Context: an optimization exercise on an open-source flow, tuned for small area. The choices shown serve that exercise and are no tape-out recipe.
Where RTL was checked, it was by simulation tests only, not by an equivalence proof against the original.
No functional check of the RTL was part of runs 1 and 2.
In runs 5 to 7 the design's own scripts or RTL, not TritonCTS, make the clock network.
The flow treats the clock pin as an ideal source. Dropping or thinning the clock tree relies on that and would not hold on a real chip.
Power figures rest on the tool's default switching activity, not on a simulated workload.

==> design/flow/design.v <==
module top (
    input               clk,  
    input               rst,  
    input       [3:0]   sw,
    output      [3:0]   led
);
    localparam [14:0] A_MASK = 15'h2AAA;    
    localparam [14:0] A_INIT = 15'h7BA4;    
    localparam [14:0] A_K    = 15'h2AFF;    
    localparam [14:0] A_LAST = 15'h0000;    
    reg  [14:0] a_q;
    wire [14:0] a_t = a_q ^ A_MASK;
    wire        a_tc = (a_t & A_K) == A_LAST;
    wire        a_ld = rst | a_tc;
    always @(posedge clk)
        a_q <= (a_ld ? A_INIT : {a_t[13:0], a_t[14] ^ a_t[0]}) ^ A_MASK;
    localparam [15:0] B_MASK = 16'hAAAA;
    localparam [15:0] B_INIT = 16'hB312;
    localparam [15:0] B_K    = 16'h5EBF;
    localparam [15:0] B_LAST = 16'h0000;
    reg  [15:0] b_q;
    wire [15:0] b_t = b_q ^ B_MASK;
    wire        b_tc = (b_t & B_K) == B_LAST;
    wire        b_ld = rst | b_tc;
    always @(posedge clk)
        b_q <= (b_ld ? B_INIT : {b_t[14:0], b_t[15] ^ b_t[6]}) ^ B_MASK;
    wire adv_a  = ~rst & a_tc;
    wire hold_a = ~rst & ~a_tc;
    wire adv_b  = ~rst & b_tc;
    wire hold_b = ~rst & ~b_tc;
    reg  [3:0] lf;
    wire [3:0] lf_n = {lf[2:0], ~(lf[3] ^ lf[2])};
    reg  [1:0] g;
    wire [1:0] g_n = {g[0], ~g[1]};
    reg  [4:0] jc;
    wire [4:0] j0 = jc ^ 5'b01111;
    wire [4:0] j0_n = {j0[3:0], ~j0[4]};
    wire [4:0] jc_n = j0_n ^ 5'b01111;
    reg        nfresh;
    reg  [3:0] j;
    wire [3:0] j_n = {j[2:0], ~j[3]};
    always @(posedge clk) begin
        lf     <= ({4{adv_a}} & lf_n) | ({4{hold_a}} & lf);
        g      <= ({2{adv_a}} & g_n)  | ({2{hold_a}} & g);
        jc     <= ({5{adv_a}} & jc_n) | ({5{hold_a}} & jc);
        nfresh <= adv_a | (hold_a & nfresh);
        j      <= ({4{adv_b}} & j_n)  | ({4{hold_b}} & j);
    end
    wire [3:0] cyc  = {j0[3] & j0[0], j0[2] & j0[1], j0[2] | j0[1], j0[3] | j0[0]};
    wire [3:0] seq0 = nfresh ? cyc : 4'b0000;
    wire [3:0] seq3 = {g[1], g[0], ~g[1], ~g[0]};
    wire       blink = g[1] ^ g[0];
    wire [3:0] seq4 = {j[3] & j[0], j[2] & j[1], j[2] | j[1], j[3] | j[0]};
    reg [3:0] seq;
    assign led = seq;
    always @(*) begin
        case (sw[2:0])
            3'b000: seq = seq0;
            3'b001: seq = lf;
            3'b010: seq = {4{blink}};
            3'b011: seq = seq3;
            3'b100: seq = seq4;
            default: seq = sw;
        endcase
    end
endmodule
==> design/flow/flow/run.sh <==
#!/bin/bash
# Own layout flow: the standard synthesis, then the combinational logic
# re-mapped by ABC for area (registers untouched), then the standard ORFS
# layout with small port buffers and a one-level clock tree.
set -euo pipefail
W=$PWD
F=$W/flow
R=$W/orfs/results/$FLOW_PLATFORM/top/base
LIB=$FLOW_HOME/platforms/$FLOW_PLATFORM/lib/sky130_fd_sc_hd__tt_025C_1v80.lib
YOSYS=$(command -v yosys || echo $FLOW_HOME/../tools/install/yosys/bin/yosys)

# 1. standard synthesis
bash standard.sh synth > $W/synth.log 2>&1

# 2. re-map the combinational logic for area
cp $R/1_2_yosys.v $W/1_2_yosys_standard.v
DU=$(grep -o -- '-dont_use [^ ]*' $W/orfs/logs/$FLOW_PLATFORM/top/base/1_2_yosys.log | sort -u | tr '\n' ' ')
sed -e "s|@LIB@|$LIB|g" -e "s|@IN@|$W/1_2_yosys_standard.v|" -e "s|@OUT@|$R/1_2_yosys.v|" \
    -e "s|@SCRIPT@|$F/remap.abc|" -e "s|@DU@|$DU|" $F/remap.ys > $W/remap.ys
$YOSYS -s $W/remap.ys > $W/remap.log 2>&1

# 3. layout
bash standard.sh finish \
  "BUFFER_PORTS_ARGS=-buffer_cell sky130_fd_sc_hd__buf_1" \
  "CTS_ARGS=$(cat $F/cts_args)" > $W/layout.log 2>&1
==> design/flow/flow/cts_args <==
-sink_clustering_enable -repair_clock_nets -sink_clustering_size 60 -sink_clustering_max_diameter 500 -dont_use_dummy_load -buf_list sky130_fd_sc_hd__clkbuf_8 -root_buf sky130_fd_sc_hd__clkbuf_8
==> design/flow/flow/remap.abc <==
strash
dc2
dch -f
amap
strash
dc2
dch -f
amap
==> design/flow/flow/remap.ys <==
read_liberty -ignore_miss_func -ignore_miss_dir -ignore_miss_data_latch @LIB@
read_verilog @IN@
hierarchy -top top
blackbox sky130_fd_sc_hd__df* sky130_fd_sc_hd__edf* sky130_fd_sc_hd__sdf* sky130_fd_sc_hd__sedf* sky130_fd_sc_hd__dl* sky130_fd_sc_hd__conb_1
flatten
opt_clean -purge
abc -script @SCRIPT@ -liberty @LIB@ @DU@
opt_clean -purge
splitnets
opt_clean -purge
hilomap -singleton -hicell sky130_fd_sc_hd__conb_1 HI -locell sky130_fd_sc_hd__conb_1 LO
insbuf -buf sky130_fd_sc_hd__buf_4 A X
hierarchy -top top
stat -liberty @LIB@
write_verilog -noattr -nohex -nodec @OUT@
==> design/flow/standard.sh <==
#!/bin/bash
# synth_recipe.tcl (not shown) runs the flow's synth.tcl, then flattens the netlist and writes it again
# the make line also repeats each setting of config.mk as NAME=value (left out here)
make -C /OpenROAD-flow-scripts/flow DESIGN_CONFIG=/design/flow/config.mk WORK_HOME=/design/flow/orfs CLKGATE_MAP_FILE= SYNTH_SCRIPT=/design/flow/synth_recipe.tcl "${@:-finish}"
==> design/flow/config.mk <==
export PLATFORM = sky130hd
export DESIGN_NAME = top
export DESIGN_NICKNAME = top
export VERILOG_FILES = /design/flow/design.v
export SDC_FILE = /design/flow/constraint.sdc
export NUM_CORES = 4
export LEC_CHECK = 0
export CAP_MARGIN = 20
export CORE_MARGIN = 2
export CORE_UTILIZATION = 40
export SLEW_MARGIN = 20
==> design/flow/constraint.sdc <==
create_clock -name core_clock -period 10.0 [get_ports {clk}]
set_input_delay 2.0000 -clock core_clock [delete_from_list [all_inputs] [get_ports {clk}]]
set_output_delay 2.0000 -clock core_clock [all_outputs]
set_load 0.01 [all_outputs]
==> results of run 1 <==
==> metal layers <==
metal / vias to the layer above / global-route usage (%)
met5: - / 0
met3: 7 / 5.111
met2: 20 / 25.25
met1: 536 / 17.46
met4: 0 / 6.888
li1: 609 / -
==> per-stage QoR <==
step	setup WS (ps)	instance area [um^2]
floorplan	5058	1535
global placement	4694	1629
detailed placement	4611	1629
CTS	4610	1698
global route	4407	1698
finish	4563	1698
==> worst reg2reg max path, cell delays in order (launching register included) <==
cell and delay, ps:
dfxtp_1 390, nor2_1 70, nand3_1 70, nor3_1 80, nor2_1 330, clkinv_1 470, o22ai_1 300
==> layout make-up <==
| class | count | area share [%] |
|---|---|---|
| sequential | 47 | 55.42 |
| clock buffer | 5 | 4.053 |
| inverter | 22 | 4.864 |
| timing repair buffer | 9 | 1.990 |
| tap | 48 | 3.537 |
| multi-input combinational | 98 | 30.14 |
==> worst min path at each step <==
stage,from,end,slack [ps]
final,a_q[10]$_SDFF_PP0_,a_q[11]$_DFF_P_,370
after global routing,a_q[10]$_SDFF_PP0_,a_q[11]$_DFF_P_,380
after CTS,a_q[10]$_SDFF_PP0_,a_q[11]$_DFF_P_,370
after detailed placement,b_q[3]$_DFF_P_,b_q[4]$_SDFF_PP1_,370
after global placement,a_q[1]$_DFF_P_,a_q[2]$_SDFF_PP1_,370
after floorplan,b_q[11]$_DFF_P_,b_q[12]$_SDFF_PP1_,350
==> flip-flops by register name, indices dropped and copies added, names as in the netlist <==
register / cells
b_q: 16
nfresh: 1
g: 2
jc: 5
lf: 4
a_q: 15
j: 4
==> layout by cell type (no fill, tap or decap), drive strengths merged <==
master	instances
o32a	1
a31oi	1
o21ai	3
a221oi	1
or4b	1
o32ai	1
o21a	1
buf	9
dfxtp	47
a211oi	3
o221ai	1
nor2	30
or4	1
or2	1
or3	1
clkinv	22
nor4	1
nand2	11
clkbuf	5
nor3	8
nand3	4
o22ai	15
nand2b	6
nand4b	2
a21oi	5
==> power groups by stage <==
stage | combinational, mW | clock [mW] | sequential (mW)
after floorplan | 0.0104 | 0 | 0.202
after global placement | 0.0150 | 0 | 0.203
after detailed placement | 0.0155 | 0 | 0.203
after CTS | 0.0156 | 0.102 | 0.198
after global routing | 0.0179 | 0.108 | 0.199
final | 0.0156 | 0.0982 | 0.198
==> impl_metrics.py, run 1 <==
metrics = {
    "timing": {
        "whs_ps": 365.9,
        "hold_viol_final": 0,
        "rsz0062_at_grt": "false",
        "finalCritPeriodShare_pct": 54.37,
        "tightest_slew_ps": 591.8,
        "finalMaxSlewViolations": 0,
        "slew_headroom_pct": 60.55,
        "period_needed_ps": 5437,
        "clock_skew_ps": 14.55,
        "setup_viol": 0,
        "max_freq_mhz": 183.9,
        "finalSetupTns_ps": 0,
    },
    "setup_path": {
        "path_max_fanout": 8,
        "worst_ep_arrival_time_ps": 3440,
        "cp-start-kind": "input pin",
        "crit_cells": 8,
        "reg2reg_to": "lf[3]$_DFF_P_",
        "critPathMaxStageDelay_ps": 260,
        "r2r_cells": 6,
        "timing.rr.start": "a_q[0]$_SDFF_PP0_",
        "path_cells": "buf_1 -> clkinv_1 -> nor2_1 -> o221ai_1 -> o21ai_0 -> clkinv_1 -> a31oi_1 -> buf_1",
        "worst-path-buf-inv": 4,
        "crit_type": "input pin to output pin",
        "crit_required_ps": 8000,
        "cp_slowest_cell": "buf_1",
        "crit_path_end": "led[1]",
        "startpoint": "sw[1]",
        "critPathTopFamily": "buffers and inverters",
        "r2r_setup_slack_ps": 8210,
        "end_kind": "output pin",
    },
    "cts": {
        "cts-htree-levels": 2,
        "cts_tree": "done",
        "post_cts_buffers": 0,
        "hold_buffers": 0,
        "clk_latency_ps": 290,
        "cts-root-buf": "clkbuf_8",
        "numCtsBuffers": 5,
        "clock_sinks": 47,
        "ctsResizeCount": 0,
        "clk_pin_slew_ps": 80,
        "clk_path_buf_depth": 2,
    },
    "floorplan": {
        "die_x_um": 65.95,
        "core_um2": 3689,
        "dieArea_um2": 4349,
        "io_pins": 10,
        "start_util_pct": 41.62,
        "rows": 22,
        "die_y_um": 65.95,
    },
    "cells_and_area": {
        "layout-drive-gt1-share_pct": 2.762,
        "final_cells": 229,
        "final_util_pct": 46.03,
        "num-fill-cells": 370,
        "insertedDiodeCount": 0,
        "area_delta_synth_final_pct": 10.60,
        "regArea_um2": 940.9,
        "nets": 189,
        "multi_input_area_um2": 511.7,
    },
    "pwr": {
        "switching_share_pct": 21.38,
        "p_per_area_nw_per_um2": 183.8,
        "combPwrFrac_pct": 5.0,
        "pwr-share-clk_pct": 31.5,
        "p_leak_nw": 0.6088,
        "power_mw": 0.3121,
        "switchingPower_mw": 0.06671,
        "peakVddDrop_mv": 0.1141,
        "p_seq_share_pct": 63.5,
        "intPower_mw": 0.2454,
    },
    "placed_design": {
        "gp_congestion": 0.8439,
        "place_hpwl_mm": 2.036,
        "port_buffers": 9,
        "dp_cells": 224,
    },
    "routing": {
        "viasPerCell": 5.118,
        "drt_pass1_iterations": 4,
        "wirelength_met1_mm": 1.300,
        "drtIter0Drc": 38,
        "met2WireLength_mm": 1.355,
        "top_layer_used": "met4",
        "wire_per_inst_um": 12.19,
        "dr_wl_met3_um": 83,
        "drc": 0,
        "num_vias": 1172,
        "routed_wl_mm": 2.792,
        "drt.antenna.violating_nets": 0,
    },
    "yosys": {
        "avgSynthCellArea_um2": 9.193,
        "synth_cells": 167,
        "synth_area_um2": 1535,
        "syn-num-nets": 173,
        "yosysWarnings": 1,
    },
    "global_routing": {
        "grt_use_total_pct": 15.12,
        "antenna_found_initial": 0,
        "grt_pass1_wl_mm": 4.871,
        "grt_pass1_vias": 1136,
        "grt_max_degree": 17,
        "grt-ovfl-total": 0,
    },
    "run": {
        "drv_cap": 0,
    },
    "worst_hold_path": {
        "worst_hold_path.num_cells": 1,
        "hp-class": "flip-flop to flip-flop",
    },
    "outcome": {
        "status": "complete, no violations",
    },
}
==> run 2, diff against run 1 <==
==> design/flow/flow/cts_args (replaced) <==
-sink_clustering_enable -repair_clock_nets -dont_use_dummy_load -buf_list sky130_fd_sc_hd__clkbuf_4 -root_buf sky130_fd_sc_hd__clkbuf_4
--- a/design/flow/config.mk
+++ b/design/flow/config.mk
@@ -7,5 +7,5 @@
 export LEC_CHECK = 0
 export CAP_MARGIN = 20
 export CORE_MARGIN = 2
-export CORE_UTILIZATION = 40
+export CORE_UTILIZATION = 70
 export SLEW_MARGIN = 20
==> run 2 against run 1 <==
  * Global-route usage increased by 9.8 points
  * Total power decreased by 7.7%
  * First-iteration DRC count decreased by 47%
  * Area after synthesis unchanged
  * Maximum frequency decreased by 0.47%
  * Largest cell class unchanged
  * Critical path depth unchanged
  * Wire length decreased by 2.0%
  * Sequential share of layout area increased by 1.9 points
  * Final cell count decreased by 9.2%
==> impl_metrics.py, run 2 <==
metrics = {
    "cells_and_area": {
        "insertedDiodeCount": 0,
        "regArea_um2": 940.9,
        "largest_reg_flops": 16,
        "layout_commonest_cell": "dfxtp_1",
        "num-fill-cells": 142,
        "final_area_um2": 1640,
        "layout-drive-gt1-share_pct": 2.762,
        "regMostFlops": "b_q",
        "mostFrequentLayoutCells": "47 x dfxtp_1, 30 x nor2_1, 22 x clkinv_1",
        "final_util_pct": 81.13,
        "nets": 189,
        "multi_input_area_um2": 511.7,
        "top_regs": "b_q x16, a_q x15, jc x5",
        "area_delta_synth_final_pct": 6.846,
    },
    "routing": {
        "drt.antenna.violating_nets": 0,
        "routed_wl_mm": 2.737,
        "num_vias": 1182,
        "drt_pass1_iterations": 4,
        "drtIter0Drc": 20,
        "drc": 0,
        "viasPerCell": 5.683,
        "wire_per_inst_um": 13.16,
    },
    "pwr": {
        "p_leak_nw": 0.5958,
        "peakVddDrop_mv": 0.1584,
        "p_per_area_nw_per_um2": 175.5,
        "power_mw": 0.2879,
    },
    "cts": {
        "hold_buffers": 0,
        "clock_sinks": 47,
        "cts-htree-levels": 2,
        "clk_latency_ps": 350,
        "cts-root-buf": "clkbuf_4",
        "clk_pin_slew_ps": 110,
        "numCtsBuffers": 5,
        "clk_path_buf_depth": 2,
        "post_cts_buffers": 0,
        "ctsResizeCount": 0,
        "cts_tree": "done",
    },
    "global_routing": {
        "grt_pass1_wl_mm": 4.636,
        "grt_pass1_vias": 1106,
        "grt_use_total_pct": 24.89,
        "antenna_found_initial": 0,
        "grt-ovfl-total": 0,
        "grt_max_degree": 17,
    },
    "yosys": {
        "synth_area_um2": 1535,
        "synth_cells": 167,
        "avgSynthCellArea_um2": 9.193,
        "yosysWarnings": 1,
        "syn-num-nets": 173,
    },
    "placed_design": {
        "gp_congestion": 0.8764,
        "place_area_um2": 1603,
        "place_hpwl_mm": 1.967,
        "dp_slack_ps": 4617,
        "port_buffers": 9,
    },
    "timing": {
        "hold_viol_final": 0,
        "period_needed_ps": 5462,
        "clock_skew_ps": 11.83,
        "tightest_slew_ps": 573.7,
        "rsz0062_at_grt": "false",
        "finalSetupTns_ps": 0,
        "slew_headroom_pct": 61.75,
        "setup_viol": 0,
        "finalCritPeriodShare_pct": 54.62,
        "max_freq_mhz": 183.1,
        "finalMaxSlewViolations": 0,
        "worst_slack_ps": 4538,
    },
    "setup_path": {
        "r2r_setup_slack_ps": 8170,
        "crit_required_ps": 8000,
        "path_cells": "buf_1 -> clkinv_1 -> nor2_1 -> o221ai_1 -> o21ai_0 -> clkinv_1 -> a31oi_1 -> buf_1",
        "worst-path-buf-inv": 4,
        "critPathMaxStageDelay_ps": 280,
        "cp_slowest_cell": "buf_1",
        "crit_type": "input pin to output pin",
        "path_max_fanout": 8,
        "worst_ep_arrival_time_ps": 3460,
        "cp-start-kind": "input pin",
        "end_kind": "output pin",
        "critPathTopFamily": "buffers and inverters",
    },
    "floorplan": {
        "start_util_pct": 75.93,
        "dieArea_um2": 2584,
        "core_um2": 2022,
        "die_x_um": 50.83,
        "die_y_um": 50.83,
        "io_pins": 10,
        "rows": 16,
    },
    "worst_hold_path": {
        "hp-class": "flip-flop to flip-flop",
    },
    "outcome": {
        "status": "complete, no violations",
    },
    "run": {
        "drv_cap": 0,
    },
}
-- run 2: area by class of cell --
class	count	area share, %
inverters	22	5.034
clock buffers	5	2.288
repair buffers	9	2.060
multi-input cells	98	31.20
well taps	27	2.060
flip-flops and latches	47	57.36
-- run 2: power breakdown --
group | switching (mW) | internal (mW) | total (mW)
combinational | 0.0102 | 0.00561 | 0.0158
clock | 0.0501 | 0.0236 | 0.0737
sequential | 0.00374 | 0.195 | 0.198
-- run 2: path summary, 6_finish.rpt --
kind | from | endpoint | cells after the start
hold / removal | a_q[8]$_SDFF_PP1_ | a_q[9]$_DFF_P_ | 1
hold reg to reg | a_q[8]$_SDFF_PP1_ | a_q[9]$_DFF_P_ | 1
setup / recovery | sw[1] | led[1] | 8
setup reg to reg | a_q[0]$_SDFF_PP0_ | g[0]$_DFF_P_ | 6
-- run 2: metal layers --
metal | wire (um) | part of all wire, % | global-route usage [%]
met1 | 1306 | 48 | 29.08
met2 | 1259 | 46 | 41.23
met3 | 96 | 3.5 | 8.187
met4 | 74 | 2.7 | 12.16
met5 | 0 | 0 | 0
-- run 2: stage by stage --
stage	std cells	hold slack, ps
after floorplan	167	353.0
after global placement	203	365.1
after detailed placement	203	372.8
after CTS	208	397.5
after global routing	208	401.2
final	208	394.3
==> run 3, diff against run 2 <==
--- a/design/flow/design.v
+++ b/design/flow/design.v
@@ -32,25 +32,26 @@
     wire [3:0] lf_n = {lf[2:0], ~(lf[3] ^ lf[2])};
     reg  [1:0] g;
     wire [1:0] g_n = {g[0], ~g[1]};
-    reg  [4:0] jc;
-    wire [4:0] j0 = jc ^ 5'b01111;
-    wire [4:0] j0_n = {j0[3:0], ~j0[4]};
-    wire [4:0] jc_n = j0_n ^ 5'b01111;
+    wire       blink = g[1] ^ g[0];
     reg        nfresh;
-    reg  [3:0] j;
-    wire [3:0] j_n = {j[2:0], ~j[3]};
+    reg  [2:0] c;
+    wire       c_f = (~c[2] & (~c[1] | c[0])) | (c[2] & c[1] & ~c[0]);
+    wire [2:0] c_n = {c[1:0], c_f};
     always @(posedge clk) begin
         lf     <= ({4{adv_a}} & lf_n) | ({4{hold_a}} & lf);
         g      <= ({2{adv_a}} & g_n)  | ({2{hold_a}} & g);
-        jc     <= ({5{adv_a}} & jc_n) | ({5{hold_a}} & jc);
         nfresh <= adv_a | (hold_a & nfresh);
-        j      <= ({4{adv_b}} & j_n)  | ({4{hold_b}} & j);
+        c      <= ({3{adv_b}} & c_n)  | ({3{hold_b}} & c);
     end
-    wire [3:0] cyc  = {j0[3] & j0[0], j0[2] & j0[1], j0[2] | j0[1], j0[3] | j0[0]};
+    wire l3 = lf[3], l2 = lf[2], l1 = lf[1], l0 = lf[0], p = blink;
+    wire [3:0] cyc;
+    assign cyc[0] = ~(l3&l1&l0&~p | l3&l2&l0&p | ~l3&~l2&~l0&p | ~l3&~l1&l0&~p);
+    assign cyc[1] = ~l3&l1&~p | ~l2&l1&~l0&~p | ~l3&~l1&l0&p | l3&~l2&l0&p | l2&~l1&~l0 | l2&l1&l0 | l3&l2&l0&~p | ~l3&~l0&~p | l3&~l2&~l1&p | l3&l2&l1&p;
+    assign cyc[2] = ~l2&l1&~l0&~p | ~l3&~l1&l0&p | ~l3&~l2&~l0&~p | l3&~l2&l0&p | l3&l2&l0&~p | ~l3&~l2&l1&~p | l3&~l2&~l1&p | ~l3&l1&~l0&~p | l3&l2&l1&p;
+    assign cyc[3] = ~l3&~l1&l0&p | ~l3&~l2&~l0&~p | l3&l2&l0&~p | l3&l1&l0&p;
     wire [3:0] seq0 = nfresh ? cyc : 4'b0000;
     wire [3:0] seq3 = {g[1], g[0], ~g[1], ~g[0]};
-    wire       blink = g[1] ^ g[0];
-    wire [3:0] seq4 = {j[3] & j[0], j[2] & j[1], j[2] | j[1], j[3] | j[0]};
+    wire [3:0] seq4 = {c[2] & c[1] & ~c[0], c[2] & (c[1] | c[0]), c[1] | (c[2] & c[0]), |c};
     reg [3:0] seq;
     assign led = seq;
     always @(*) begin
==> design/flow/flow/remap.abc (replaced) <==
strash
&get -n
&deepsyn -T 15
&put
dch -f
amap
mfs3 -a
--- a/design/flow/config.mk
+++ b/design/flow/config.mk
@@ -7,5 +7,5 @@
 export LEC_CHECK = 0
 export CAP_MARGIN = 20
 export CORE_MARGIN = 2
-export CORE_UTILIZATION = 70
+export CORE_UTILIZATION = 40
 export SLEW_MARGIN = 20
==> run 3 against run 2 <==
  * Still clean
  * Utilization is 35 points lower
  * Wire length is 14% lower
  * Non-clock buffer count stayed put
  * Total power is 11% lower
  * First-iteration DRC count grew to 6.0 times the previous value
  * Area after synthesis is 8.4% lower
  * Register-to-register slack better by 300 ps
  * Largest cell class unchanged
==> impl_metrics.py, run 3 <==
metrics = {
    "timing": {
        "period_needed_ps": 5306,
        "hold_viol_final": 0,
        "clock_skew_ps": 11.14,
        "finalCritPeriodShare_pct": 53.06,
        "slew_headroom_pct": 62.94,
        "setup_viol": 0,
        "finalMaxSlewViolations": 0,
        "worst_slack_ps": 4694,
        "tightest_slew_ps": 555.9,
        "rsz0062_at_grt": "false",
        "finalSetupTns_ps": 0,
        "max_freq_mhz": 188.5,
    },
    "cells_and_area": {
        "top_regs": "b_q x16, a_q x15, lf x4",
        "nets": 180,
        "mostFrequentLayoutCells": "41 x dfxtp_1, 34 x nor2_1, 15 x nand2_1, 15 x clkinv_1, 11 x o22ai_1",
        "layout_commonest_cell": "dfxtp_1",
        "area_delta_synth_final_pct": 9.164,
        "regMostFlops": "b_q",
        "layout-drive-gt1-share_pct": 2.907,
        "insertedDiodeCount": 0,
        "largest_reg_flops": 16,
        "final_cells": 218,
    },
    "pwr": {
        "switchingPower_mw": 0.05516,
        "switching_share_pct": 21.61,
        "power_mw": 0.2553,
        "p_leak_nw": 0.5685,
        "p_seq_share_pct": 68.4,
        "intPower_mw": 0.2001,
        "combPwrFrac_pct": 5.7,
        "p_per_area_nw_per_um2": 166.3,
        "pwr-share-clk_pct": 25.9,
        "peakVddDrop_mv": 0.09248,
    },
    "global_routing": {
        "grt-ovfl-total": 0,
        "antenna_found_initial": 0,
        "grt_pass1_vias": 1022,
        "grt_max_degree": 17,
        "grt_use_total_pct": 13.36,
        "grt_pass1_wl_mm": 4.153,
    },
    "placed_design": {
        "port_buffers": 9,
        "dp_cells": 213,
        "place_hpwl_mm": 1.736,
        "dp_slack_ps": 4732,
        "gp_congestion": 0.8001,
    },
    "routing": {
        "wire_per_inst_um": 10.74,
        "drt_pass1_iterations": 5,
        "num_vias": 1103,
        "viasPerCell": 5.060,
        "drtIter0Drc": 120,
        "routed_wl_mm": 2.342,
        "drt.antenna.violating_nets": 0,
        "drc": 0,
    },
    "setup_path": {
        "cp-start-kind": "input pin",
        "path_max_fanout": 5,
        "critPathMaxStageDelay_ps": 330,
        "worst_ep_arrival_time_ps": 3310,
        "crit_required_ps": 8000,
        "worst-path-buf-inv": 3,
        "path_cells": "buf_1 -> clkinv_1 -> nor2_1 -> a22oi_1 -> a221oi_1 -> a31oi_1 -> nand2_1 -> buf_1",
        "startpoint": "sw[0]",
        "end_kind": "output pin",
        "cp_slowest_cell": "a221oi_1",
        "critPathTopFamily": "compound AO/OA/AOI/OAI gates",
        "crit_type": "input pin to output pin",
        "timing.rr.start": "a_q[0]$_SDFF_PP0_",
        "crit_top_cell": "buf_1",
    },
    "floorplan": {
        "io_pins": 10,
        "die_x_um": 63.30,
        "start_util_pct": 41.82,
        "dieArea_um2": 4006,
        "core_um2": 3363,
        "die_y_um": 63.30,
        "rows": 21,
    },
    "yosys": {
        "yosysWarnings": 1,
        "avgSynthCellArea_um2": 8.901,
        "synth_area_um2": 1406,
        "synth_cells": 158,
        "syn-num-nets": 164,
    },
    "cts": {
        "hold_buffers": 0,
        "cts_tree": "done",
        "clk_latency_ps": 330,
        "clk_path_buf_depth": 2,
        "ctsResizeCount": 0,
        "cts-htree-levels": 2,
        "clk_pin_slew_ps": 100,
        "clock_sinks": 41,
        "numCtsBuffers": 5,
        "post_cts_buffers": 0,
        "cts-root-buf": "clkbuf_4",
    },
    "run": {
        "drv_cap": 0,
    },
    "worst_hold_path": {
        "hp-class": "flip-flop to flip-flop",
        "holdCritStartpoint": "a_q[11]$_DFF_P_",
    },
    "outcome": {
        "status": "complete, no violations",
    },
}
==> run 3: path summary, 6_finish.rpt <==
path | to | slack [ps] | depth (start not counted)
setup / recovery | led[1] | 4690 | 8
hold reg to reg | a_q[12]$_SDFF_PP1_ | 390 | 1
hold / removal | a_q[12]$_SDFF_PP1_ | 390 | 1
setup reg to reg | lf[2]$_DFF_P_ | 8470 | 6
==> run 3: layout make-up <==
| cell class | count | area, um^2 |
|---|---|---|
| inverter | 15 | 56.30 |
| tap | 46 | 57.56 |
| timing repair buffer | 9 | 33.78 |
| fill | 354 | 1828 |
| sequential | 41 | 820.8 |
| clock buffer | 5 | 37.54 |
| multi-input combinational | 102 | 529.3 |
==> run 3: metal layers <==
metal	part of all wire (%)	vias to the layer above	track usage, %	wire length [um]
li1	-	579	-	-
met1	48	491	15.29	1122
met2	45	25	21.68	1052
met3	4.4	8	3.393	103
met4	2.7	0	9.511	63
met5	0	-	0	0
==> run 3: power by group through the flow <==
| stage | logic [mW] | clock network (mW) | registers, mW |
|---|---|---|---|
| floorplan | 0.0102 | 0 | 0.177 |
| global placement | 0.0143 | 0 | 0.178 |
| detailed placement | 0.0147 | 0 | 0.178 |
| CTS | 0.0148 | 0.0702 | 0.175 |
| global route | 0.0169 | 0.0766 | 0.176 |
| finish | 0.0146 | 0.0660 | 0.175 |
==> run 3: per-stage QoR <==
step	util, %	area, um^2	hold slack (ps)
finish	45.65	1535	387.4
detailed placement	44.53	1498	369.2
floorplan	-	1406	357.9
global placement	44.53	1498	364.5
CTS	45.65	1535	395.9
global route	45.65	1535	404.6
==> run 3: worst register-to-register path: stages (launching register included) <==
cell and delay (ps):
dfxtp_1 400, nor2_1 60, nand3_1 70, nor3_1 80, nor2_1 240, clkinv_1 350
o22ai_1 240
==> run 4, diff against run 3 <==
==> design/flow/flow/run.sh (replaced) <==
#!/bin/bash
# Own layout flow:
#  1. the standard synthesis (standard.sh synth), unchanged;
#  2. the combinational logic between the registers re-mapped by ABC for
#     area (registers, their names and cells untouched): several ABC runs
#     with different random seeds, in two rounds, keeping the smallest;
#  3. the standard ORFS layout, with buf_1 port buffers and a clock tree of
#     clkbuf_4 cells without dummy loads.
# Each tool's output goes to its own log file in the work folder.
set -euo pipefail
W=$PWD
F=$W/flow
R=$W/orfs/results/$FLOW_PLATFORM/top/base
LIB=$FLOW_HOME/platforms/$FLOW_PLATFORM/lib/sky130_fd_sc_hd__tt_025C_1v80.lib
YOSYS=$(command -v yosys || echo $FLOW_HOME/../tools/install/yosys/bin/yosys)

# 1. standard synthesis
bash standard.sh synth > $W/synth.log 2>&1

# 2. area re-mapping
mkdir -p $W/remap
cp $R/1_2_yosys.v $W/remap/standard.v
DU=$(grep -o -- '-dont_use [^ ]*' $W/orfs/logs/$FLOW_PLATFORM/top/base/1_2_yosys.log | sort -u | tr '\n' ' ')
remap_one() {  # in.v seed tag eps
  local tag=$3
  sed -e "s|@SEED@|$2|" -e "s|@EPS@|$4|" $F/remap.abc > $W/remap/$tag.abc
  sed -e "s|@LIB@|$LIB|g" -e "s|@IN@|$1|" -e "s|@OUT@|$W/remap/$tag.v|" \
      -e "s|@SCRIPT@|$W/remap/$tag.abc|" -e "s|@DU@|$DU|" $F/remap.ys > $W/remap/$tag.ys
  if timeout 600 $YOSYS -s $W/remap/$tag.ys > $W/remap/$tag.log 2>&1; then
    grep "Chip area for module" $W/remap/$tag.log | tail -1 | awk -v t=$tag '{print $NF, t}' >> $W/remap/areas.txt
  fi
}
: > $W/remap/areas.txt
for s in 1 2 3 4; do remap_one $W/remap/standard.v $s r1s$s 0.01 & done; wait
for s in 5 6 7 8; do remap_one $W/remap/standard.v $s r1s$s 0.01 & done; wait
for s in 1 2 3 4; do remap_one $W/remap/standard.v $s r1e$s 0.001 & done; wait
if [[ -s $W/remap/areas.txt ]]; then
  best=$(sort -g $W/remap/areas.txt | awk 'NR==1 {print $2}')
  for s in 11 12 13 14; do remap_one $W/remap/$best.v $s r2s$s 0.01 & done; wait
  best=$(sort -g $W/remap/areas.txt | awk 'NR==1 {print $2}')
  sort -g $W/remap/areas.txt > $W/remap/chosen.txt
  cp $W/remap/$best.v $R/1_2_yosys.v
fi

# 3. layout
bash standard.sh finish \
  "BUFFER_PORTS_ARGS=-buffer_cell sky130_fd_sc_hd__buf_1" \
  "CTS_ARGS=-sink_clustering_enable -repair_clock_nets -dont_use_dummy_load -buf_list sky130_fd_sc_hd__clkbuf_4 -root_buf sky130_fd_sc_hd__clkbuf_4" > $W/layout.log 2>&1
==> design/flow/flow/remap.abc (replaced) <==
strash
&get -n
&deepsyn -T 15 -S @SEED@
&put
dch -f
amap -F 8 -A 16 -E @EPS@
--- a/design/flow/config.mk
+++ b/design/flow/config.mk
@@ -8,4 +8,5 @@
 export CAP_MARGIN = 20
 export CORE_MARGIN = 2
 export CORE_UTILIZATION = 40
+export PLACE_DENSITY = 0.85
 export SLEW_MARGIN = 20
removed: design/flow/flow/cts_args
==> run 4 against run 3 <==
  * Still clean on timing, DRC and antenna
  * Area after synthesis shrank 1.7%
  * Register-to-register slack got worse by 250 ps
  * Sequential share of layout area up 0.84 points
  * Worst hold slack worse by 1.8 ps
  * Total power increased by 0.91%
  * Via count is 0.27% lower
  * Critical path type unchanged
  * Largest cell class unchanged
==> impl_metrics.py, run 4 <==
metrics = {
    "setup_path": {
        "end_kind": "output pin",
        "crit_type": "input pin to output pin",
        "crit_required_ps": 8000,
        "worst_ep_arrival_time_ps": 3180,
        "crit_top_cell": "buf_1",
        "path_max_fanout": 5,
        "r2r_setup_slack_ps": 8220,
        "critPathMaxStageDelay_ps": 310,
        "cp-start-kind": "input pin",
        "path_cells": "buf_1 -> clkinv_1 -> or2_0 -> o22ai_1 -> o221ai_1 -> o211ai_1 -> buf_1",
        "cp_slowest_cell": "or2_0",
    },
    "cts": {
        "cts-htree-levels": 2,
        "clk_latency_ps": 340,
        "cts-root-buf": "clkbuf_4",
        "post_cts_buffers": 0,
        "hold_buffers": 0,
        "clk_path_buf_depth": 2,
        "ctsResizeCount": 0,
        "clk_pin_slew_ps": 120,
        "numCtsBuffers": 5,
        "clock_sinks": 41,
        "cts_tree": "done",
    },
    "timing": {
        "setup_viol": 0,
        "hold_viol_final": 0,
        "max_freq_mhz": 193.0,
        "slew_headroom_pct": 70.08,
        "period_needed_ps": 5181,
        "tightest_slew_ps": 448.9,
        "finalCritPeriodShare_pct": 51.81,
        "clock_skew_ps": 22.26,
        "rsz0062_at_grt": "false",
        "finalSetupTns_ps": 0,
        "finalMaxSlewViolations": 0,
    },
    "placed_design": {
        "place_hpwl_mm": 1.766,
        "port_buffers": 9,
        "gp_congestion": 0.8766,
        "dp_cells": 206,
    },
    "floorplan": {
        "rows": 21,
        "start_util_pct": 41.43,
        "die_y_um": 62.79,
        "io_pins": 10,
        "core_um2": 3337,
        "dieArea_um2": 3943,
        "die_x_um": 62.79,
    },
    "yosys": {
        "avgSynthCellArea_um2": 9.156,
        "syn-num-nets": 157,
        "synth_area_um2": 1383,
        "yosysWarnings": 1,
        "synth_cells": 151,
    },
    "worst_hold_path": {
        "hp-class": "flip-flop to flip-flop",
    },
    "routing": {
        "routed_wl_mm": 2.375,
        "drc": 0,
        "drt_pass1_iterations": 4,
        "drtIter0Drc": 58,
        "drt.antenna.violating_nets": 0,
        "num_vias": 1100,
        "viasPerCell": 5.213,
        "wire_per_inst_um": 11.26,
    },
    "cells_and_area": {
        "final_cells": 211,
        "nets": 173,
        "top_regs": "b_q x16, a_q x15, lf x4",
        "layout-drive-gt1-share_pct": 3.030,
        "layout_commonest_cell": "dfxtp_1",
        "insertedDiodeCount": 0,
        "final_util_pct": 45.29,
        "area_delta_synth_final_pct": 9.321,
        "largest_reg_flops": 16,
        "regMostFlops": "b_q",
        "mostFrequentLayoutCells": "41 x dfxtp_1, 27 x nor2_1, 18 x nand2_1",
    },
    "pwr": {
        "p_leak_nw": 0.5451,
        "p_per_area_nw_per_um2": 170.4,
        "peakVddDrop_mv": 0.07295,
        "power_mw": 0.2576,
    },
    "outcome": {
        "status": "complete, no violations",
    },
    "global_routing": {
        "grt_max_degree": 13,
        "grt_pass1_wl_mm": 4.264,
        "antenna_found_initial": 0,
        "grt-ovfl-total": 0,
        "grt_pass1_vias": 1028,
        "grt_use_total_pct": 13.99,
    },
    "run": {
        "drv_cap": 0,
    },
}
## run 4: layout make-up
type	count	area, um^2
Clock buffer	5	37.54
Fill cell	325	1826
Inverter	16	60.06
Multi-Input combinational cell	94	501.7
Sequential cell	41	820.8
Tap cell	46	57.56
Timing Repair Buffer	9	33.78
## run 4: final timing paths
check	from	end	cells after the start
worst max-delay path	sw[0]	led[1]	7
worst min-delay path	a_q[13]$_DFF_P_	a_q[14]$_SDFF_PP1_	1
worst max register to register	a_q[3]$_DFF_P_	lf[2]$_DFF_P_	6
worst min register to register	a_q[13]$_DFF_P_	a_q[14]$_SDFF_PP1_	1
## run 4: critical path, delay by kind of cell
kind | cells | cell delay (ps)
AOI/OAI and AO/OA | 3 | 440
buffers and inverters | 3 | 430
and+or+nand+nor | 1 | 310
## run 4: per-stage QoR
step	area, um^2	hold WS [ps]	worst slack, ps
after floorplan	1383	353.8	5151
after global placement	1474	361.1	4829
after detailed placement	1474	366.2	4832
after CTS	1511	388.5	4822
after global routing	1511	403.7	4629
final	1511	385.5	4819
## run 4: metal layers
layer  vias up  track usage [%]  share of wire, %
met3         6            6.486               6.2
met4         0            6.944               1.8
met1       505            16.32                47
li1        562                -                 -
met2        27            21.64                45
met5         -                0                 0
## run 4: power breakdown
group | internal, mW | leakage (nW) | switching, mW
Combinational | 0.00539 | 0.183 | 0.00881
Clock | 0.0235 | 0.0230 | 0.0453
Sequential | 0.171 | 0.339 | 0.00372
Total | 0.200 | 0.545 | 0.0579
==> run 5, diff against run 4 <==
--- a/design/flow/flow/run.sh
+++ b/design/flow/flow/run.sh
@@ -4,8 +4,9 @@
 #  2. the combinational logic between the registers re-mapped by ABC for
 #     area (registers, their names and cells untouched): several ABC runs
 #     with different random seeds, in two rounds, keeping the smallest;
-#  3. the standard ORFS layout, with buf_1 port buffers and a clock tree of
-#     clkbuf_4 cells without dummy loads.
+#  3. the standard ORFS layout, with buf_1 port buffers and, after CTS, the
+#     clock tree replaced by a few leaf buffers driven by the clock port
+#     (flow/clock_tree.tcl).
 # Each tool's output goes to its own log file in the work folder.
 set -euo pipefail
 W=$PWD
@@ -45,4 +46,5 @@
 # 3. layout
 bash standard.sh finish \
   "BUFFER_PORTS_ARGS=-buffer_cell sky130_fd_sc_hd__buf_1" \
-  "CTS_ARGS=-sink_clustering_enable -repair_clock_nets -dont_use_dummy_load -buf_list sky130_fd_sc_hd__clkbuf_4 -root_buf sky130_fd_sc_hd__clkbuf_4" > $W/layout.log 2>&1
+  "CTS_ARGS=-sink_clustering_enable -repair_clock_nets -dont_use_dummy_load -buf_list sky130_fd_sc_hd__clkbuf_4 -root_buf sky130_fd_sc_hd__clkbuf_4" \
+  "POST_CTS_TCL=$F/clock_tree.tcl" > $W/layout.log 2>&1
==> design/flow/flow/clock_tree.tcl (new file) <==
# Runs after clock_tree_synthesis (POST_CTS_TCL). Replaces the tree it built
# with NLEAF leaf buffers driven straight from the clock port, each driving
# the register clock pins of one cluster (k-means on pin position, equal
# weights). Every register still gets the clock through exactly one buffer.
set leaf_cell sky130_fd_sc_hd__clkbuf_8
set nleaf 2
set block [ord::get_db_block]
set clknet [$block findNet clk]
set sinks {}
foreach inst [$block getInsts] {
  if { [[$inst getMaster] isSequential] } {
    set loc [$inst getLocation]
    lappend sinks [list [$inst findITerm CLK] [lindex $loc 0] [lindex $loc 1]]
  }
}
foreach inst [$block getInsts] {
  set name [$inst getName]
  if { [string match clkbuf_* $name] || [string match clkload* $name] } {
    puts "clock_tree.tcl: removing [$inst getName] ([[$inst getMaster] getName])"
    odb::dbInst_destroy $inst
  }
}
foreach net [$block getNets] {
  if { [string match clknet_* [$net getName]] } { odb::dbNet_destroy $net }
}
foreach s $sinks {
  set it [lindex $s 0]
  if { [$it getNet] ne "NULL" } { $it disconnect }
}
# k-means, seeded with sinks spread along x
set sorted [lsort -integer -index 1 $sinks]
set n [llength $sorted]
set cx {}; set cy {}
for { set g 0 } { $g < $nleaf } { incr g } {
  set s [lindex $sorted [expr {($g * $n + $n / 2) / $nleaf}]]
  lappend cx [lindex $s 1]; lappend cy [lindex $s 2]
}
for { set iter 0 } { $iter < 20 } { incr iter } {
  set assign {}
  foreach s $sinks {
    set bg 0; set bd -1
    for { set g 0 } { $g < $nleaf } { incr g } {
      set dx [expr {[lindex $s 1] - [lindex $cx $g]}]
      set dy [expr {[lindex $s 2] - [lindex $cy $g]}]
      set d [expr {double($dx) * $dx + double($dy) * $dy}]
      if { $bd < 0 || $d < $bd } { set bd $d; set bg $g }
    }
    lappend assign $bg
  }
  set ncx {}; set ncy {}
  for { set g 0 } { $g < $nleaf } { incr g } {
    set sx 0; set sy 0; set k 0
    foreach s $sinks a $assign {
      if { $a == $g } { set sx [expr {$sx + [lindex $s 1]}]; set sy [expr {$sy + [lindex $s 2]}]; incr k }
    }
    if { $k > 0 } { lappend ncx [expr {$sx / $k}]; lappend ncy [expr {$sy / $k}] } else { lappend ncx [lindex $cx $g]; lappend ncy [lindex $cy $g] }
  }
  set cx $ncx; set cy $ncy
}
set master [[ord::get_db] findMaster $leaf_cell]
for { set g 0 } { $g < $nleaf } { incr g } {
  set leaf [odb::dbInst_create $block $master clkbuf_leaf_$g]
  set lnet [odb::dbNet_create $block clknet_leaf_$g]
  $lnet setSigType CLOCK
  [$leaf findITerm A] connect $clknet
  [$leaf findITerm X] connect $lnet
  set k 0
  foreach s $sinks a $assign {
    if { $a == $g } { [lindex $s 0] connect $lnet; incr k }
  }
  $leaf setLocation [lindex $cx $g] [lindex $cy $g]
  $leaf setPlacementStatus PLACED
  puts "clock_tree.tcl: $leaf_cell clkbuf_leaf_$g drives $k clock pins"
}
detailed_placement
estimate_parasitics -placement
==> run 5 against run 4 <==
  * Synthesized cell count stayed put
  * Largest cell class unchanged
  * Setup slack better by 2.4 ps
  * Wire length is 2.9% lower
  * Critical endpoint unchanged
  * Clock power is 18% lower
  * Sequential share of layout area is 0.36 points higher
==> impl_metrics.py, run 5 <==
metrics = {
    "outcome": {
        "status": "complete, no violations",
    },
    "worst_hold_path": {
        "worst_hold_path.num_cells": 1,
        "min_to": "a_q[13]$_DFF_P_",
        "hp-class": "flip-flop to flip-flop",
        "holdCritStartpoint": "a_q[12]$_SDFF_PP1_",
    },
    "timing": {
        "slew_headroom_pct": 70.68,
        "hold_viol_final": 0,
        "setup_viol": 0,
        "max_freq_mhz": 193.1,
        "finalCritPeriodShare_pct": 51.79,
        "clock_skew_ps": 1.577,
        "finalMaxSlewViolations": 0,
        "finalSetupTns_ps": 0,
        "tightest_slew_ps": 439.8,
        "period_needed_ps": 5179,
        "rsz0062_at_grt": "false",
    },
    "cts": {
        "clock_sinks": 41,
        "clk_pin_slew_ps": 110,
        "clk_latency_ps": 160,
    },
    "global_routing": {
        "grt_use_total_pct": 12.69,
        "grt_max_degree": 22,
        "antenna_found_initial": 0,
        "grt_pass1_vias": 1010,
        "grt-ovfl-total": 0,
        "grt_pass1_wl_mm": 4.126,
    },
    "routing": {
        "drt_pass1_iterations": 4,
        "drt.antenna.violating_nets": 0,
        "viasPerCell": 5.250,
        "wire_per_inst_um": 11.09,
        "drc": 0,
        "drtIter0Drc": 47,
        "routed_wl_mm": 2.306,
        "num_vias": 1092,
    },
    "setup_path": {
        "worst_ep_arrival_time_ps": 3180,
        "crit_type": "input pin to output pin",
        "path_max_fanout": 5,
        "timing.rr.start": "a_q[4]$_SDFF_PP0_",
        "r2r_setup_slack_ps": 8190,
        "cp-start-kind": "input pin",
        "crit_required_ps": 8000,
        "reg2reg_to": "g[0]$_DFF_P_",
        "end_kind": "output pin",
        "r2r_cells": 6,
    },
    "placed_design": {
        "port_buffers": 9,
        "place_hpwl_mm": 1.766,
        "gp_congestion": 0.8766,
    },
    "cells_and_area": {
        "nets": 170,
        "area_delta_synth_final_pct": 8.597,
        "num-fill-cells": 327,
        "largest_reg_flops": 16,
        "top_regs": "b_q x16, a_q x15, lf x4",
        "regMostFlops": "b_q",
        "insertedDiodeCount": 0,
        "mostFrequentLayoutCells": "41 x dfxtp_1, 27 x nor2_1, 18 x nand2_1",
        "layout_commonest_cell": "dfxtp_1",
        "layout-drive-gt1-share_pct": 1.235,
    },
    "floorplan": {
        "start_util_pct": 41.43,
        "die_x_um": 62.79,
        "die_y_um": 62.79,
        "core_um2": 3337,
        "dieArea_um2": 3943,
        "rows": 21,
        "io_pins": 10,
    },
    "pwr": {
        "power_mw": 0.2453,
        "p_per_area_nw_per_um2": 163.4,
        "p_leak_nw": 0.5364,
        "peakVddDrop_mv": 0.1362,
    },
    "yosys": {
        "syn-num-nets": 157,
        "synth_cells": 151,
        "avgSynthCellArea_um2": 9.156,
        "synth_area_um2": 1383,
        "yosysWarnings": 1,
    },
    "run": {
        "drv_cap": 0,
    },
}
## run 5: cell types whose count changed in the layout (fill, tap and decap cells not counted), sizes merged
cell    previous run  this run
clkbuf             5         2
## run 5: metal layers
| metal | track usage (%) | vias to the layer above | share of wire (%) |
|---|---|---|---|
| li1 | - | 559 | - |
| met2 | 21.77 | 26 | 46 |
| met4 | 2.778 | 0 | 1.2 |
| met5 | 0 | - | 0 |
| met3 | 3.243 | 5 | 4.7 |
| met1 | 16.09 | 502 | 48 |
## run 5: critical path, stage by stage
cell      delay, ps
buf_1           150
clkinv_1        110
or2_0           310
o22ai_1         200
o221ai_1        120
o211ai_1        120
buf_1           170
## run 5: report_power, final
part | switching [mW] | total [mW] | internal (mW)
clock | 0.0378 | 0.0565 | 0.0187
combinational | 0.00881 | 0.0142 | 0.00539
sequential | 0.00370 | 0.175 | 0.171
## run 5: worst max-delay path by stage
stage / cells past startpoint / end / start
finish: 7 / led[1] / sw[0]
global route: 7 / led[1] / sw[0]
detailed placement: 7 / led[1] / sw[0]
global placement: 7 / led[1] / sw[0]
floorplan: 5 / led[0] / sw[0]
## run 5: layout make-up
cell class	count	area, um^2	area share [%]
sequential	41	820.8	54.67
multi-input combinational	94	501.7	33.42
inverter	16	60.06	4.000
tap	46	57.56	3.833
timing repair buffer	9	33.78	2.250
buffer	2	27.53	1.833
## run 5: stage by stage
stage               hold slack (ps)  area (um^2)  setup WS, ps  utilization, %  instances
floorplan                     353.8         1383          5151               -        151
global placement              361.1         1474          4829           44.17        206
detailed placement            366.2         1474          4832           44.17        206
global route                  404.3         1501          4629           44.99        208
finish                        388.2         1501          4821           44.99        208
==> run 6, diff against run 5 <==
--- a/design/flow/flow/run.sh
+++ b/design/flow/flow/run.sh
@@ -22,9 +22,9 @@
 mkdir -p $W/remap
 cp $R/1_2_yosys.v $W/remap/standard.v
 DU=$(grep -o -- '-dont_use [^ ]*' $W/orfs/logs/$FLOW_PLATFORM/top/base/1_2_yosys.log | sort -u | tr '\n' ' ')
-remap_one() {  # in.v seed tag eps
+remap_one() {  # in.v seed tag
   local tag=$3
-  sed -e "s|@SEED@|$2|" -e "s|@EPS@|$4|" $F/remap.abc > $W/remap/$tag.abc
+  sed -e "s|@SEED@|$2|" $F/remap.abc > $W/remap/$tag.abc
   sed -e "s|@LIB@|$LIB|g" -e "s|@IN@|$1|" -e "s|@OUT@|$W/remap/$tag.v|" \
       -e "s|@SCRIPT@|$W/remap/$tag.abc|" -e "s|@DU@|$DU|" $F/remap.ys > $W/remap/$tag.ys
   if timeout 600 $YOSYS -s $W/remap/$tag.ys > $W/remap/$tag.log 2>&1; then
@@ -32,12 +32,11 @@
   fi
 }
 : > $W/remap/areas.txt
-for s in 1 2 3 4; do remap_one $W/remap/standard.v $s r1s$s 0.01 & done; wait
-for s in 5 6 7 8; do remap_one $W/remap/standard.v $s r1s$s 0.01 & done; wait
-for s in 1 2 3 4; do remap_one $W/remap/standard.v $s r1e$s 0.001 & done; wait
+for s in 1 2 3 4; do remap_one $W/remap/standard.v $s r1s$s & done; wait
+for s in 5 6 7 8; do remap_one $W/remap/standard.v $s r1s$s & done; wait
 if [[ -s $W/remap/areas.txt ]]; then
   best=$(sort -g $W/remap/areas.txt | awk 'NR==1 {print $2}')
-  for s in 11 12 13 14; do remap_one $W/remap/$best.v $s r2s$s 0.01 & done; wait
+  for s in 11 12 13 14; do remap_one $W/remap/$best.v $s r2s$s & done; wait
   best=$(sort -g $W/remap/areas.txt | awk 'NR==1 {print $2}')
   sort -g $W/remap/areas.txt > $W/remap/chosen.txt
   cp $W/remap/$best.v $R/1_2_yosys.v
==> design/flow/flow/remap.abc (replaced) <==
strash
&get -n
&deepsyn -T 15 -S @SEED@
&put
dch -f
amap
mfs3 -a
--- a/design/flow/config.mk
+++ b/design/flow/config.mk
@@ -8,5 +8,4 @@
 export CAP_MARGIN = 20
 export CORE_MARGIN = 2
 export CORE_UTILIZATION = 40
-export PLACE_DENSITY = 0.85
 export SLEW_MARGIN = 20
==> run 6 against run 5 <==
  * Still clean on timing, DRC and antenna
  * Clock skew up 6.0 ps
  * Combinational power hardly changed
  * Register-to-register slack improved by 160 ps
  * Cell area is 1.3% higher
  * First-iteration DRC count up 68%
  * Critical path depth rose by 3
  * Largest cell class unchanged
==> impl_metrics.py, run 6 <==
metrics = {
    "floorplan": {
        "rows": 21,
        "die_x_um": 63.19,
        "die_y_um": 63.19,
        "io_pins": 10,
        "dieArea_um2": 3993,
        "core_um2": 3363,
        "start_util_pct": 41.67,
    },
    "yosys": {
        "synth_area_um2": 1401,
        "synth_cells": 163,
        "syn-num-nets": 169,
        "yosysWarnings": 1,
        "avgSynthCellArea_um2": 8.597,
    },
    "placed_design": {
        "port_buffers": 9,
        "dp_cells": 218,
        "place_hpwl_mm": 1.797,
        "dp_slack_ps": 4215,
        "gp_congestion": 0.8724,
    },
    "cells_and_area": {
        "final_cells": 220,
        "regMostFlops": "b_q",
        "mostFrequentLayoutCells": "41 x dfxtp_1, 36 x nor2_1, 16 x o22ai_1, 16 x nand2_1, 16 x clkinv_1",
        "area_delta_synth_final_pct": 8.482,
        "nets": 182,
        "top_regs": "b_q x16, a_q x15, lf x4",
        "layout_commonest_cell": "dfxtp_1",
        "insertedDiodeCount": 0,
        "layout-drive-gt1-share_pct": 1.149,
        "largest_reg_flops": 16,
    },
    "global_routing": {
        "grt_pass1_wl_mm": 4.202,
        "antenna_found_initial": 0,
        "grt_pass1_vias": 1017,
        "grt_use_total_pct": 12.68,
        "grt_max_degree": 23,
        "grt-ovfl-total": 0,
    },
    "pwr": {
        "p_seq_share_pct": 71.2,
        "p_leak_nw": 0.5517,
        "p_per_area_nw_per_um2": 161.3,
        "pwr-share-clk_pct": 22.9,
        "peakVddDrop_mv": 0.1020,
        "intPower_mw": 0.1950,
        "switchingPower_mw": 0.05024,
        "switching_share_pct": 20.49,
        "combPwrFrac_pct": 5.9,
    },
    "timing": {
        "whs_ps": 392.1,
        "rsz0062_at_grt": "false",
        "finalSetupTns_ps": 0,
        "finalMaxSlewViolations": 0,
        "slew_headroom_pct": 62.07,
        "setup_viol": 0,
        "hold_viol_final": 0,
        "tightest_slew_ps": 554.6,
        "max_freq_mhz": 172.7,
        "worst_slack_ps": 4211,
        "clock_skew_ps": 7.586,
        "finalCritPeriodShare_pct": 57.89,
        "period_needed_ps": 5789,
    },
    "setup_path": {
        "end_kind": "output pin",
        "startpoint": "sw[1]",
        "cp-start-kind": "input pin",
        "crit_type": "input pin to output pin",
        "timing.rr.start": "a_q[0]$_SDFF_PP0_",
        "path_max_fanout": 8,
        "crit_required_ps": 8000,
        "worst_ep_arrival_time_ps": 3790,
    },
    "routing": {
        "drtIter0Drc": 79,
        "viasPerCell": 4.895,
        "num_vias": 1077,
        "drt_pass1_iterations": 4,
        "drc": 0,
        "drt.antenna.violating_nets": 0,
        "routed_wl_mm": 2.364,
        "wire_per_inst_um": 10.75,
    },
    "worst_hold_path": {
        "holdCritStartpoint": "a_q[12]$_SDFF_PP1_",
        "hp-class": "flip-flop to flip-flop",
    },
    "cts": {
        "clock_sinks": 41,
        "clk_pin_slew_ps": 110,
        "clk_latency_ps": 170,
    },
    "run": {
        "drv_cap": 0,
    },
    "outcome": {
        "status": "complete, no violations",
    },
}
-- run 6: path summary, 6_finish.rpt --
| kind | endpoint | cells past startpoint | slack [ps] |
|---|---|---|---|
| worst max-delay path | led[3] | 10 | 4210 |
| worst min-delay path | a_q[13]$_DFF_P_ | 1 | 390 |
| worst max register to register | lf[0]$_DFF_P_ | 6 | 8350 |
| worst min register to register | a_q[13]$_DFF_P_ | 1 | 390 |
-- run 6: power groups by stage --
stage	Sequential [mW]	Combinational [mW]	Clock, mW
2_1_floorplan	0.177	0.00968	0
3_3_place_gp	0.178	0.0140	0
3_5_place_dp	0.178	0.0145	0
5_1_grt	0.176	0.0166	0.0653
6_report	0.175	0.0144	0.0563
-- run 6: final cells by class --
class                   count  area [um^2]
plain buffers               2        27.53
well taps                  46        57.56
multi-input cells         106        520.5
fillers                   369         1843
repair buffers              9        33.78
inverters                  16        60.06
flip-flops and latches     41        820.8
-- run 6: per-layer routing --
metal	share of wire, %	up-vias	global-route usage [%]
li1	-	576	-
met1	47	485	15.41
met2	48	13	23.40
met3	3.5	3	2.321
met4	1.1	0	2.446
met5	0	-	0
-- run 6: worst max-delay path, stage by stage --
cell	delay (ps)
buf_1	150
nor2_1	130
nand2_1	80
a2111oi_0	440
nor2_1	130
nor2_1	120
a21oi_1	40
or3_1	350
o21ai_0	170
buf_1	160
-- run 6: metrics by stage --
| stage | utilization (%) | power [mW] | area [um^2] |
|---|---|---|---|
| after floorplan | - | 0.1870 | 1401 |
| after global placement | 44.38 | 0.1922 | 1493 |
| after detailed placement | 44.38 | 0.1927 | 1493 |
| after global routing | 45.20 | 0.2576 | 1520 |
| final | 45.20 | 0.2453 | 1520 |
==> run 7, diff against run 6 <==
--- a/design/flow/flow/run.sh
+++ b/design/flow/flow/run.sh
@@ -35,10 +35,10 @@
 for s in 1 2 3 4; do remap_one $W/remap/standard.v $s r1s$s & done; wait
 for s in 5 6 7 8; do remap_one $W/remap/standard.v $s r1s$s & done; wait
 if [[ -s $W/remap/areas.txt ]]; then
-  best=$(sort -g $W/remap/areas.txt | awk 'NR==1 {print $2}')
+  best=$(sort -g $W/remap/areas.txt | head -1 | awk '{print $2}')
   for s in 11 12 13 14; do remap_one $W/remap/$best.v $s r2s$s & done; wait
-  best=$(sort -g $W/remap/areas.txt | awk 'NR==1 {print $2}')
-  sort -g $W/remap/areas.txt > $W/remap/chosen.txt
+  best=$(sort -g $W/remap/areas.txt | head -1 | awk '{print $2}')
+  echo "using $best: $(sort -g $W/remap/areas.txt | head -1)" > $W/remap/chosen.txt
   cp $W/remap/$best.v $R/1_2_yosys.v
 fi
 
==> run 7 against run 6 <==
  * Critical endpoint unchanged
  * Sequential share of layout area unchanged
  * Utilization unchanged
  * Critical path type unchanged
  * Final cell count did not move
  * Global-route usage is the same
  * Combinational power barely moved
  * First-iteration DRC count did not move
  * Area after synthesis is the same
  * Total power did not move
  * Highest routed layer unchanged
  * Still clean on timing, DRC and antenna
  * Register-to-register slack barely moved
  * Setup slack unchanged
==> impl_metrics.py, run 7 <==
metrics = {
    "setup_path": {
        "worst_ep_arrival_time_ps": 3790,
        "path_max_fanout": 8,
        "critPathTopFamily": "simple AND/OR/NAND/NOR gates",
        "path_cells": "buf_1 -> nor2_1 -> nand2_1 -> a2111oi_0 -> nor2_1 -> nor2_1 -> a21oi_1 -> or3_1 -> o21ai_0 -> buf_1",
        "crit_required_ps": 8000,
        "critPathMaxStageDelay_ps": 440,
        "end_kind": "output pin",
        "cp_slowest_cell": "a2111oi_0",
        "crit_top_cell": "nor2_1",
        "crit_type": "input pin to output pin",
        "worst-path-buf-inv": 2,
        "cp-start-kind": "input pin",
    },
    "cells_and_area": {
        "insertedDiodeCount": 0,
        "nets": 182,
        "mostFrequentLayoutCells": "41 x dfxtp_1, 36 x nor2_1, 16 x o22ai_1, 16 x nand2_1, 16 x clkinv_1",
        "top_regs": "b_q x16, a_q x15, lf x4",
        "area_delta_synth_final_pct": 8.482,
        "regMostFlops": "b_q",
        "largest_reg_flops": 16,
        "num-fill-cells": 369,
        "final_util_pct": 45.20,
        "layout-drive-gt1-share_pct": 1.149,
        "layout_commonest_cell": "dfxtp_1",
    },
    "yosys": {
        "avgSynthCellArea_um2": 8.597,
        "yosysWarnings": 1,
        "syn-num-nets": 169,
        "synth_area_um2": 1401,
        "synth_cells": 163,
    },
    "placed_design": {
        "dp_slack_ps": 4215,
        "gp_congestion": 0.8724,
        "port_buffers": 9,
        "place_hpwl_mm": 1.797,
    },
    "global_routing": {
        "grt_max_degree": 23,
        "grt_pass1_vias": 1017,
        "grt_use_total_pct": 12.68,
        "grt-ovfl-total": 0,
        "grt_pass1_wl_mm": 4.202,
        "antenna_found_initial": 0,
    },
    "routing": {
        "drc": 0,
        "drt_pass1_iterations": 4,
        "drtIter0Drc": 79,
        "wire_per_inst_um": 10.75,
        "routed_wl_mm": 2.364,
        "num_vias": 1077,
        "dr_wl_met3_um": 83,
        "wirelength_met1_mm": 1.113,
        "viasPerCell": 4.895,
        "met2WireLength_mm": 1.142,
        "top_layer_used": "met4",
        "drt.antenna.violating_nets": 0,
    },
    "timing": {
        "period_needed_ps": 5789,
        "finalSetupTns_ps": 0,
        "clock_skew_ps": 7.586,
        "slew_headroom_pct": 62.07,
        "hold_viol_final": 0,
        "whs_ps": 392.1,
        "tightest_slew_ps": 554.6,
        "finalCritPeriodShare_pct": 57.89,
        "setup_viol": 0,
        "max_freq_mhz": 172.7,
        "finalMaxSlewViolations": 0,
        "worst_slack_ps": 4211,
        "rsz0062_at_grt": "false",
    },
    "outcome": {
        "status": "complete, no violations",
    },
    "floorplan": {
        "start_util_pct": 41.67,
        "core_um2": 3363,
        "dieArea_um2": 3993,
        "io_pins": 10,
        "die_x_um": 63.19,
        "die_y_um": 63.19,
        "rows": 21,
    },
    "cts": {
        "clock_sinks": 41,
        "clk_latency_ps": 170,
        "clk_pin_slew_ps": 110,
    },
    "run": {
        "drv_cap": 0,
    },
    "pwr": {
        "switchingPower_mw": 0.05024,
        "intPower_mw": 0.1950,
        "p_seq_share_pct": 71.2,
        "switching_share_pct": 20.49,
        "pwr-share-clk_pct": 22.9,
        "combPwrFrac_pct": 5.9,
        "p_leak_nw": 0.5517,
        "p_per_area_nw_per_um2": 161.3,
        "peakVddDrop_mv": 0.1020,
    },
    "worst_hold_path": {
        "hp-class": "flip-flop to flip-flop",
    },
}
==> run 7: worst paths after layout <==
check,to,start,slack [ps],cells after the start
setup / recovery,led[3],sw[1],4210,10
hold reg to reg,a_q[13]$_DFF_P_,a_q[12]$_SDFF_PP1_,390,1
setup reg to reg,lf[0]$_DFF_P_,a_q[0]$_SDFF_PP0_,8350,6
hold / removal,a_q[13]$_DFF_P_,a_q[12]$_SDFF_PP1_,390,1
==> run 7: power by group through the flow <==
stage / clock network (mW) / registers [mW] / logic, mW
2_1_floorplan: 0 / 0.177 / 0.00968
3_3_place_gp: 0 / 0.178 / 0.0140
3_5_place_dp: 0 / 0.178 / 0.0145
5_1_grt: 0.0653 / 0.176 / 0.0166
6_report: 0.0563 / 0.175 / 0.0144
==> run 7: layout make-up <==
type | instances | area, um^2 | share of cell area, %
multi-input combinational | 106 | 520.5 | 34.24
tap | 46 | 57.56 | 3.786
inverter | 16 | 60.06 | 3.951
buffer | 2 | 27.53 | 1.811
timing repair buffer | 9 | 33.78 | 2.222
sequential | 41 | 820.8 | 53.99
==> run 7: stage by stage <==
step | area (um^2) | power, mW | cells
floorplan | 1401 | 0.1870 | 163
global placement | 1493 | 0.1922 | 218
detailed placement | 1493 | 0.1927 | 218
global route | 1520 | 0.2576 | 220
finish | 1520 | 0.2453 | 220
==> run 7: metal layers <==
| metal | GRT usage [%] | vias to the layer above |
|---|---|---|
| met5 | 0 | - |
| met4 | 2.446 | 0 |
| met3 | 2.321 | 3 |
| met2 | 23.40 | 13 |
| met1 | 15.41 | 485 |
| li1 | - | 576 |

-- re-timing with driven ports --
No port has a modelled driver above. Below, the same layouts with a new extraction and two added sets of constraints.
Step 1: set_driving_cell puts a clkbuf_16 on clk and a buf_2 on each other input, an assumption about the parent block.
Step 2 also shifts input and output timing later by t, the mid clock arrival at the registers, as if the neighbouring blocks saw the same clock.
Slacks: ideal ports / drivers / drivers and shift; pairs: ideal ports / drivers.
| run | t, ns | slack for setup (ns) | worst register clock-pin slew, ns |
|---|---|---|---|
| run 1 | 0.305 | 4.563 / 4.537 / 4.537 | 0.08 / 0.08 |
| run 2 | 0.361 | 4.538 / 4.514 / 4.514 | 0.12 / 0.12 |
| run 3 | 0.342 | 4.694 / 4.670 / 4.670 | 0.10 / 0.10 |
| run 4 | 0.354 | 4.819 / 4.794 / 4.794 | 0.12 / 0.12 |
| run 5 | 0.194 | 4.821 / 4.796 / 4.796 | 0.11 / 0.11 |
| run 6 | 0.196 | 4.211 / 4.190 / 4.190 | 0.11 / 0.11 |
| run 7 | 0.196 | 4.211 / 4.190 / 4.190 | 0.11 / 0.11 |
After both steps setup and hold are still met in every run listed. The setup slack of run 1, which loses most, moves by -0.026 ns with the drivers and by -0.026 ns with both steps.
